From an optimization exercise on the open Yosys and OpenROAD flow, aimed at small area; shortcuts taken in it are not production practice. The RTL was checked by simulation tests, not by an equivalence proof against the original design. Power and IR drop assume default switching activity.

File: flow/design.v
module debounce (
    input clk,
    input rst,
    input btn_in,      
    output reg state   
);
    localparam STABLE_CYCLES = 7'd99;
    reg [6:0] count;
    reg last_btn;
    always @(posedge clk) begin
        if (rst) begin
            count <= 0;
            last_btn <= 1'b1;
            state <= 1'b0;
        end else if (btn_in == last_btn) begin
            if (count < STABLE_CYCLES) count <= count + 1;
            else state <= ~btn_in;  
        end else begin
            count <= 0;
            last_btn <= btn_in;
        end
    end
endmodule
module lfsr (
    input clk,
    input rst,
    output reg [15:0] random_out
);
    always @(posedge clk) begin
        if (rst)
            random_out <= 16'hACE1;
        else if (random_out == 0) 
            random_out <= 16'hACE1;
        else begin
            random_out <= {random_out[14:0], 
                           random_out[15] ^ random_out[13] ^ random_out[12] ^ random_out[10]};
        end
    end
endmodule
module slot_machine_controller (
    input clk,
    input rst,
    input btn_spin,      
    input btn_reset,     
    input cheat_mode,    
    input [2:0] sw_bet,  
    input [15:0] random_seed, 
    output reg [2:0] symbol_left,
    output reg [2:0] symbol_right,
    output reg [9:0] leds,
    output wire [9:0] current_credits, 
    output wire [3:0] current_bet      
);
	 localparam START_CREDITS = 12'd100; 
    localparam MULT_SEVEN    = 20;
    localparam MULT_CHERRY   = 5;
    localparam MULT_BAR      = 2;
    localparam MULT_QUEST    = 1;
    localparam STATE_IDLE = 2'd0;
    localparam STATE_SPIN = 2'd1;
    localparam STATE_WIN  = 2'd2; 
    localparam TIME_STOP_LEFT  = 14'd10_000; 
    localparam TIME_STOP_RIGHT = 14'd15_000; 
    localparam TIME_FLASH_SPD  = 14'd1_250; 
    localparam TIME_ANIM       = 9'd500;
    localparam TIME_LED        = 8'd250;
    reg [1:0] state;
    reg [13:0] spin_timer;      
    reg [8:0] animation_speed;
    reg [7:0] led_timer;       
    reg prev_spin, prev_reset;
    wire start_spin = (btn_spin && !prev_spin);
    wire do_reset   = (btn_reset && !prev_reset);
    reg [2:0] target_left;
    reg [2:0] target_right;
    reg [3:0] flash_count;
    reg [11:0] balance; 
    reg [3:0] active_bet; 
    assign current_credits = balance[9:0];
    assign current_bet = {1'b0, sw_bet} + 4'd1;
    always @(posedge clk) begin
      if (rst) begin
        prev_spin <= 1'b0;
        prev_reset <= 1'b0;
        balance <= START_CREDITS;
        state <= STATE_IDLE;
        leds <= 10'b0;
        active_bet <= 4'd0;
        spin_timer <= 0;
        animation_speed <= 0;
        led_timer <= 0;
        target_left <= 3'd0;
        target_right <= 3'd0;
        flash_count <= 4'd0;
        symbol_left <= 3'd0;
        symbol_right <= 3'd0;
      end else begin
        prev_spin  <= btn_spin;
        prev_reset <= btn_reset;
        if (do_reset) begin
            balance <= START_CREDITS; 
            state <= STATE_IDLE;
            leds <= 10'b0;
        end 
        else case (state)
            STATE_IDLE: begin
                leds <= 10'b0; 
                if (start_spin) begin
                    if (balance >= current_bet) begin
                        active_bet <= current_bet;       
                        balance <= balance - current_bet; 
                        state <= STATE_SPIN;
                        spin_timer <= 0;
                        animation_speed <= 0;
                        led_timer <= 0;
                        leds <= 10'b1000000000; 
                        target_left <= random_seed[1:0]; 
                        if (cheat_mode) target_right <= random_seed[1:0]; 
                        else target_right <= random_seed[3:2]; 
                    end
                end
            end
            STATE_SPIN: begin
                spin_timer <= spin_timer + 1;
                if (animation_speed < TIME_ANIM) animation_speed <= animation_speed + 1;
                else begin
                    animation_speed <= 0;
                    if (spin_timer < TIME_STOP_LEFT) 
                        if (symbol_left >= 3'd3) symbol_left <= 0; else symbol_left <= symbol_left + 1;
                    if (spin_timer < TIME_STOP_RIGHT) 
                        if (symbol_right >= 3'd3) symbol_right <= 0; else symbol_right <= symbol_right + 1;
                end
                if (led_timer < TIME_LED) led_timer <= led_timer + 1;
                else begin
                    led_timer <= 0;
                    leds <= {leds[0], leds[9:1]}; 
                end
                if (spin_timer == TIME_STOP_LEFT) symbol_left <= target_left;
                if (spin_timer >= TIME_STOP_RIGHT) begin
                    symbol_right <= target_right;
                    if (target_left == target_right) begin
                        state <= STATE_WIN;
                        spin_timer <= 0;
                        flash_count <= 0;
                        leds <= 10'b1111111111; 
                    end else begin
                        state <= STATE_IDLE; 
                    end
                end
            end
            STATE_WIN: begin
                spin_timer <= spin_timer + 1;
                if (spin_timer >= TIME_FLASH_SPD) begin
                    spin_timer <= 0;
                    leds <= ~leds; 
                    if (leds[0] == 1'b1) begin 
                        if (flash_count < 3) begin
                            flash_count <= flash_count + 1;
                        end else begin
                            state <= STATE_IDLE;
                            case (target_left)
                                3'd0: begin  
                                    if ((balance + (active_bet * MULT_SEVEN)) > 12'd999) balance <= 12'd999;
                                    else balance <= balance + (active_bet * MULT_SEVEN);
                                end
                                3'd1: begin  
                                    if ((balance + (active_bet * MULT_CHERRY)) > 12'd999) balance <= 12'd999;
                                    else balance <= balance + (active_bet * MULT_CHERRY);
                                end
                                3'd2: begin  
                                    if ((balance + (active_bet * MULT_BAR)) > 12'd999) balance <= 12'd999;
                                    else balance <= balance + (active_bet * MULT_BAR);
                                end
                                3'd3: begin  
                                    if ((balance + (active_bet * MULT_QUEST)) > 12'd999) balance <= 12'd999;
                                    else balance <= balance + (active_bet * MULT_QUEST);
                                end
                                default: balance <= balance;
                            endcase
                        end
                    end
                end
            end
        endcase
      end
    end
endmodule
module seven_seg_decoder (
    input [3:0] num,
    output reg [6:0] seg  
);
    always @(*) begin
        case (num)
            4'd0: seg = 7'b1000000;
            4'd1: seg = 7'b1111001;
            4'd2: seg = 7'b0100100;
            4'd3: seg = 7'b0110000;
            4'd4: seg = 7'b0011001;
            4'd5: seg = 7'b0010010;
            4'd6: seg = 7'b0000010;
            4'd7: seg = 7'b1111000;
            4'd8: seg = 7'b0000000;
            4'd9: seg = 7'b0010000;
            default: seg = 7'b1111111; 
        endcase
    end
endmodule
module symbol_rom (
    input [2:0] symbol_id,
    input [2:0] row_idx,
    output reg [7:0] pixels
);
    always @(*) begin
        case (symbol_id)
            3'd0: begin
                 case (row_idx)
                    3'd0: pixels = 8'b00110000; 
                    3'd1: pixels = 8'b00110000; 
                    3'd2: pixels = 8'b00110000; 
                    3'd3: pixels = 8'b00011000; 
                    3'd4: pixels = 8'b00001100; 
                    3'd5: pixels = 8'b00000110; 
                    3'd6: pixels = 8'b01111110; 
                    3'd7: pixels = 8'b01111110; 
                endcase
            end
            3'd1: begin
                case (row_idx)
                    3'd0: pixels = 8'b00011000; 
                    3'd1: pixels = 8'b00111100; 
                    3'd2: pixels = 8'b00111100; 
                    3'd3: pixels = 8'b00011000; 
                    3'd4: pixels = 8'b00001000; 
                    3'd5: pixels = 8'b00000100; 
                    3'd6: pixels = 8'b00000010; 
                    3'd7: pixels = 8'b00001100; 
                endcase
            end
            3'd2: begin
                case (row_idx)
                    3'd0: pixels = 8'b00000000; 
                    3'd1: pixels = 8'b01111110; 
                    3'd2: pixels = 8'b01111110; 
                    3'd3: pixels = 8'b00000000; 
                    3'd4: pixels = 8'b00000000; 
                    3'd5: pixels = 8'b01111110; 
                    3'd6: pixels = 8'b01111110; 
                    3'd7: pixels = 8'b00000000;
                endcase
            end
            3'd3: begin
                 case (row_idx)
                    3'd0: pixels = 8'b00011000; 
                    3'd1: pixels = 8'b00000000;
                    3'd2: pixels = 8'b00011000; 
                    3'd3: pixels = 8'b00011100; 
                    3'd4: pixels = 8'b00001110; 
                    3'd5: pixels = 8'b01100110; 
                    3'd6: pixels = 8'b01111110; 
                    3'd7: pixels = 8'b00111100; 
                endcase
            end
            default: pixels = 8'b00000000;
        endcase
    end
endmodule
module matrix_driver (
    input clk,
    input rst,
    input [7:0] pixels_left,
    input [7:0] pixels_right,
    output reg [2:0] current_row,
    output reg [7:0] rows,       
    output reg [7:0] cols_left,  
    output reg [7:0] cols_right  
);
    reg [3:0] scan_timer;
    always @(posedge clk) begin
        if (rst) begin
            scan_timer <= 0;
            current_row <= 0;
        end else begin
            scan_timer <= scan_timer + 1;
            if (scan_timer == 0) begin
                current_row <= current_row + 1;
            end
        end
    end
    always @(*) begin
        case (current_row)
            3'd0: rows = 8'b11111110; 
            3'd1: rows = 8'b11111101;
            3'd2: rows = 8'b11111011;
            3'd3: rows = 8'b11110111;
            3'd4: rows = 8'b11101111;
            3'd5: rows = 8'b11011111;
            3'd6: rows = 8'b10111111;
            3'd7: rows = 8'b01111111;
            default: rows = 8'b11111111;
        endcase
        cols_left  = pixels_left;
        cols_right = pixels_right;
    end
endmodule
module slot_machine_v2 (
    input MAX10_CLK1_50,
    input RST,    
    input KEY0,  
    input KEY1,  
    input SW0, SW1, SW2,  
    input SW9,            
    output LEDR0, LEDR1, LEDR2, LEDR3, LEDR4, LEDR5, LEDR6, LEDR7, LEDR8, LEDR9,
    output HEX00, HEX01, HEX02, HEX03, HEX04, HEX05, HEX06, 
    output HEX30, HEX31, HEX32, HEX33, HEX34, HEX35, HEX36, 
    output HEX40, HEX41, HEX42, HEX43, HEX44, HEX45, HEX46, 
    output HEX50, HEX51, HEX52, HEX53, HEX54, HEX55, HEX56, 
    output DMR0, DMR1, DMR2, DMR3, DMR4, DMR5, DMR6, DMR7,
    output DMC10, DMC11, DMC12, DMC13, DMC14, DMC15, DMC16, DMC17,
    output DMC00, DMC01, DMC02, DMC03, DMC04, DMC05, DMC06, DMC07
);
    wire btn_spin_clean;
    wire btn_reset_clean;
    wire [2:0] idx_L, idx_R;
    wire [7:0] pixels_L, pixels_R;
    wire [2:0] row_scan_idx;
    wire [15:0] rng_value;
    wire [9:0] led_wires;
    wire [9:0] credits_wire;
    wire [3:0] bet_wire;
    debounce db_spin  (.clk(MAX10_CLK1_50), .rst(RST), .btn_in(KEY0), .state(btn_spin_clean));
    debounce db_reset (.clk(MAX10_CLK1_50), .rst(RST), .btn_in(KEY1), .state(btn_reset_clean));
    lfsr rng_inst (.clk(MAX10_CLK1_50), .rst(RST), .random_out(rng_value));
    slot_machine_controller logic_inst (
        .clk(MAX10_CLK1_50),
        .rst(RST),
        .btn_spin(btn_spin_clean),
        .btn_reset(btn_reset_clean),
        .cheat_mode(SW9),             
        .sw_bet({SW2, SW1, SW0}), 
        .random_seed(rng_value), 
        .symbol_left(idx_L),  
        .symbol_right(idx_R),
        .leds(led_wires),
        .current_credits(credits_wire),
        .current_bet(bet_wire)
    );
    wire [6:0] hex0_out, hex3_out, hex4_out, hex5_out;
    seven_seg_decoder hex0_dec (.num(bet_wire), .seg(hex0_out));
    seven_seg_decoder hex3_dec (.num(credits_wire % 10), .seg(hex3_out));
    seven_seg_decoder hex4_dec (.num((credits_wire / 10) % 10), .seg(hex4_out));
    seven_seg_decoder hex5_dec (.num((credits_wire / 100) % 10), .seg(hex5_out));
    assign HEX00=hex0_out[0]; assign HEX01=hex0_out[1]; assign HEX02=hex0_out[2]; assign HEX03=hex0_out[3]; assign HEX04=hex0_out[4]; assign HEX05=hex0_out[5]; assign HEX06=hex0_out[6];
    assign HEX30=hex3_out[0]; assign HEX31=hex3_out[1]; assign HEX32=hex3_out[2]; assign HEX33=hex3_out[3]; assign HEX34=hex3_out[4]; assign HEX35=hex3_out[5]; assign HEX36=hex3_out[6];
    assign HEX40=hex4_out[0]; assign HEX41=hex4_out[1]; assign HEX42=hex4_out[2]; assign HEX43=hex4_out[3]; assign HEX44=hex4_out[4]; assign HEX45=hex4_out[5]; assign HEX46=hex4_out[6];
    assign HEX50=hex5_out[0]; assign HEX51=hex5_out[1]; assign HEX52=hex5_out[2]; assign HEX53=hex5_out[3]; assign HEX54=hex5_out[4]; assign HEX55=hex5_out[5]; assign HEX56=hex5_out[6];
    assign LEDR0 = led_wires[0]; assign LEDR1 = led_wires[1]; assign LEDR2 = led_wires[2]; assign LEDR3 = led_wires[3]; assign LEDR4 = led_wires[4];
    assign LEDR5 = led_wires[5]; assign LEDR6 = led_wires[6]; assign LEDR7 = led_wires[7]; assign LEDR8 = led_wires[8]; assign LEDR9 = led_wires[9];
    symbol_rom rom_left  (.symbol_id(idx_L), .row_idx(row_scan_idx), .pixels(pixels_L));
    symbol_rom rom_right (.symbol_id(idx_R), .row_idx(row_scan_idx), .pixels(pixels_R));
    matrix_driver driver_inst (
        .clk(MAX10_CLK1_50),
        .rst(RST),
        .pixels_left(pixels_L), .pixels_right(pixels_R), .current_row(row_scan_idx),
        .rows({DMR7, DMR6, DMR5, DMR4, DMR3, DMR2, DMR1, DMR0}),
        .cols_left({DMC17, DMC16, DMC15, DMC14, DMC13, DMC12, DMC11, DMC10}),
        .cols_right({DMC07, DMC06, DMC05, DMC04, DMC03, DMC02, DMC01, DMC00})
    );
endmodule
File: flow/run.sh
#!/bin/bash
# synth_recipe.tcl (not shown) runs the flow's synth.tcl, then flattens the netlist and writes it again
# the make line also repeats each setting of config.mk as NAME=value (left out here)
make -C /OpenROAD-flow-scripts/flow DESIGN_CONFIG=/design/flow/config.mk WORK_HOME=/design/flow/orfs CLKGATE_MAP_FILE= SYNTH_SCRIPT=/design/flow/synth_recipe.tcl finish
File: flow/config.mk
export PLATFORM = sky130hd
export DESIGN_NAME = slot_machine_v2
export DESIGN_NICKNAME = slot_machine_v2
export VERILOG_FILES = /design/flow/design.v
export SDC_FILE = /design/flow/constraint.sdc
export NUM_CORES = 4
export LEC_CHECK = 0
export CAP_MARGIN = 20
export CORE_MARGIN = 2
export CORE_UTILIZATION = 40
export SLEW_MARGIN = 20
File: flow/constraint.sdc
create_clock -name core_clock -period 15.0 [get_ports {MAX10_CLK1_50}]
set_input_delay 3.0000 -clock core_clock [delete_from_list [all_inputs] [get_ports {MAX10_CLK1_50}]]
set_output_delay 3.0000 -clock core_clock [all_outputs]
set_load 0.01 [all_outputs]
==> results.txt <==
[metal layers]
| metal | wire (um) | vias to the layer above |
|---|---|---|
| met5 | 0 | - |
| met2 | 14200 | 240 |
| li1 | - | 5373 |
| met3 | 1040 | 59 |
| met1 | 13700 | 4990 |
| met4 | 1000 | 0 |
[worst paths after layout]
kind,start,end,depth (start not counted)
max reg2reg,logic_inst.balance[2]$_SDFFE_PP1P_,logic_inst.balance[3]$_SDFFE_PP0P_,16
min,rng_inst.random_out[14]$_SDFF_PP0_,rng_inst.random_out[15]$_SDFF_PP1_,1
max,logic_inst.balance[7]$_SDFFE_PP0P_,HEX46,29
min reg2reg,rng_inst.random_out[14]$_SDFF_PP0_,rng_inst.random_out[15]$_SDFF_PP1_,1
[report_power, final]
group	internal [mW]	switching (mW)	total [mW]
Clock	0.243	0.190	0.434
Combinational	0.201	0.247	0.448
Sequential	0.391	0.0177	0.409
Total	0.835	0.455	1.29
[stage by stage]
stage               instances  utilization (%)  hold slack, ps  power (mW)  area, um2
CTS                      1889             46.1             443        1.31      12800
finish                   1889             46.1             440        1.29      12800
detailed placement       1857             43.9             429       0.865      12200
floorplan                1480                -             411       0.683      11400
global placement         1857             43.9             422       0.862      12200
global route             1889             46.1             456        1.37      12800
[Yosys cell counts, types with 5 or more instances]
master	number	share of area, %
a211o_1	10	0.77
a211oi_1	18	1.2
a21o_1	23	1.5
a21oi_1	114	5.0
a22oi_1	30	2.0
a31oi_1	28	1.5
and2_1	17	0.94
and3_1	13	0.72
buf_1	11	0.36
buf_2	11	0.48
buf_4	7	0.46
clkbuf_1	46	1.5
dfxtp_1	141	25
fa_1	5	0.88
ha_1	92	10
inv_1	69	2.3
inv_2	5	0.17
mux2i_1	28	2.5
nand2_1	115	3.8
nand2b_1	25	1.4
nand3_1	38	1.7
nand3b_1	6	0.40
nand4_1	23	1.3
nor2_1	178	5.9
nor2b_1	18	0.99
nor3_1	24	1.1
nor3b_1	7	0.46
nor4_1	10	0.55
o2111ai_1	5	0.39
o211ai_1	14	0.93
o21ai_0	86	3.8
o21ai_1	13	0.57
o21bai_1	11	0.73
o22a_1	5	0.39
o22ai_1	18	0.99
o31ai_1	8	0.53
or2_2	7	0.39
or3_1	7	0.39
xnor2_1	54	4.2
xor2_1	37	2.9
[critical path, delay by kind of cell, from the launching register on]
| family | cells | cell delay [ps] |
|---|---|---|
| and+or+nand+nor | 7 | 1840 |
| DFF | 1 | 300 |
| xor gates and xnor gates | 2 | 570 |
| AOI/OAI and AO/OA | 9 | 2120 |
| adders and majority gates | 5 | 1370 |
| buffers and inverters | 6 | 1460 |
[logic make-up (layout without fill, tap and decap cells)]
logic type                 Yosys count  after routing  share of synthesized area (%)
adders and majority gates           97             97                           11.0
other                                1              4                         0.0330
DFF                                141            141                           24.9
xor gates and xnor gates            91             91                           7.02
buffers and inverters              151            182                           5.35
and+or+nand+nor                    513            513                           22.0
AOI/OAI and AO/OA                  450            450                           26.6
muxes                               33             33                           3.03
[final cells by class]
class,count,area (um2),share of cell area [%]
multi-input cells,1188,7940,61.8
flip-flops and latches,141,2820,22.0
repair buffers,74,718,5.59
well taps,378,473,3.68
clock buffers,18,439,3.42
inverters,76,285,2.22
clock inverters,14,169,1.32
==> metrics.md <==
| Metric | Value |
|---|---|
| Cts bufs inserted | 17 |
| I/O Pins | 70 |
| VDD IR-drop max | 86.4 uV |
| RSZ-0062 raised after global routing | false |
| Average instance area after synthesis | 7.69 um2 |
| Total routed wirelength | 30000 um |
| Core box area | 0.0279 mm2 |
| Final hold vios | 0 |
| Largest net degree at the start of global routing | 43 |
| Crit path time final | 11090 ps |
| Die Width | 172 um |
| Setup violators final | 0 |
| Max-Cap Viols | 0 |
| Setup bufs post-CTS | 0 |
| Cts hold-fix bufs | 0 |
| Synth Warn # | 9 |
| Fraction of registers with async set/reset | 0% |
| Clk slew on worst S/H paths | 60 ps |
| Starting Density | 40.8% |
| Met1 GRT Util | 25.7% |
| I/O Buffers | 65 |
| Seq/Total Area, Yosys | 24.9% |
| Vias in the first global route | 10.1k |
| TNS Setup | 0 ps |
| Worst setup path category | reg2out |
| Fmax | 0.0901 GHz |
| Share of layout cells above drive strength 1 | 6.09% |
| Syn Inst Count | 1477 |
| Dpl hpwl | 22200 um |
| Fin nets | 1603 |
| Clk sinks | 141 |
| CTS tree | yes |
| DRC | 0 |
| Worst Clk Skew | 11.1 ps |
| Met2 usage | 34.4% |
| H-tree Lvls | 4 |
| Final worst slack | 3910 ps |
| FILL cells | 2800 |
| Critical Path Fanout Max | 29 |
| Syn Std Cell Area | 0.0114 mm2 |
| M3 GR Usage | 2.66% |
| Commonest non-fill, non-tap cell in the layout | nor2_1 |
| Total GRT Usage | 20.3% |
| Routed length per instance | 15.9 um |
| Initial antenna violation count | 0 |
| Row cnt | 61 |
| Area of the die | 0.0297 mm2 |
| Avg Vias per Cell | 5.64 |
| Root Buffer | clkbuf_16 |
| Pleak | 5.09 nW |
| Starting DRT DRC Count | 580 |
| Status | complete, no violations |
| Period Utilization, post-route | 74.0% |
| Worst-skew pair later-pin latency | 420 ps |
| Max Buffers Root-to-Sink | 2 |
| Ys flop type | dfxtp_1 |
| Slew HR | 33.1% |
| Crit-path max cell delay | 580 ps |
| Die height | 172 um |
| Class of the most critical hold timing path | reg2reg |
| Synthesized flop and latch total | 141 |
| Antenna violation net count after detailed routing | 0 |
| Grt total ovfl | 0 |
| Worst path most repeated cell | ha_1 |
| Max-slew violations | 0 |
| Routability cong. | 0.892 |
| EDFF count, synth | 0 |
| # resized after CTS | 0 |
| Unique cell type count in the Yosys netlist | 95 |
| Initial DRT Pass Iterations | 5 |
| Gr busiest metal | met2 |
| Critical Path AT | 8090 ps |
| Worst EP required | 12000 ps |
| Worst setup EP type | output port |
| Post-place setup slack | 4460 ps |
| PD cells | 100 mW/mm2 |
| First-pass GRT wire length | 49400 um |
| Worst reg-to-reg setup slack | 10640 ps |
| Slowest-stage cell, CP | clkdlybuf4s50_1 |
| Setup crit start kind | flip-flop |
| Measured slew at the worst slew-check pin | 1000 ps |
| N_diodes | 0 |
| Commonest cells after routing, fill and taps aside | nor2_1 (178), dfxtp_1 (141), nand2_1 (115), a21oi_1 (114), ha_1 (92) |
| Synth-to-Final Area Change | 13.1% |
| Via Count | 10.7k |

[separate check: timing with driven ports]
The results above use ideal ports. As a check the final layout listed here was re-extracted and re-timed, cells and wires unchanged. Step 1 assumes that a clkbuf_16 drives the clock port and a buf_2 every other input. Step 2, shift: input delay + t, output delay - t, t = (earliest + latest rising clock arrival at the registers) / 2. This alone moves slack from input paths to output paths. a / b / c = ideal ports / drivers / drivers and shift; a / b = the first two.
shift t [ns]: 0.465
slack for setup (ns): 3.906 / 3.861 / 4.325
worst register clock-pin slew, ns: 0.07 / 0.07
After both steps setup and hold are still met in this run. For this run, drivers alone change the setup slack by -0.045 ns; drivers and shift together by +0.419 ns.
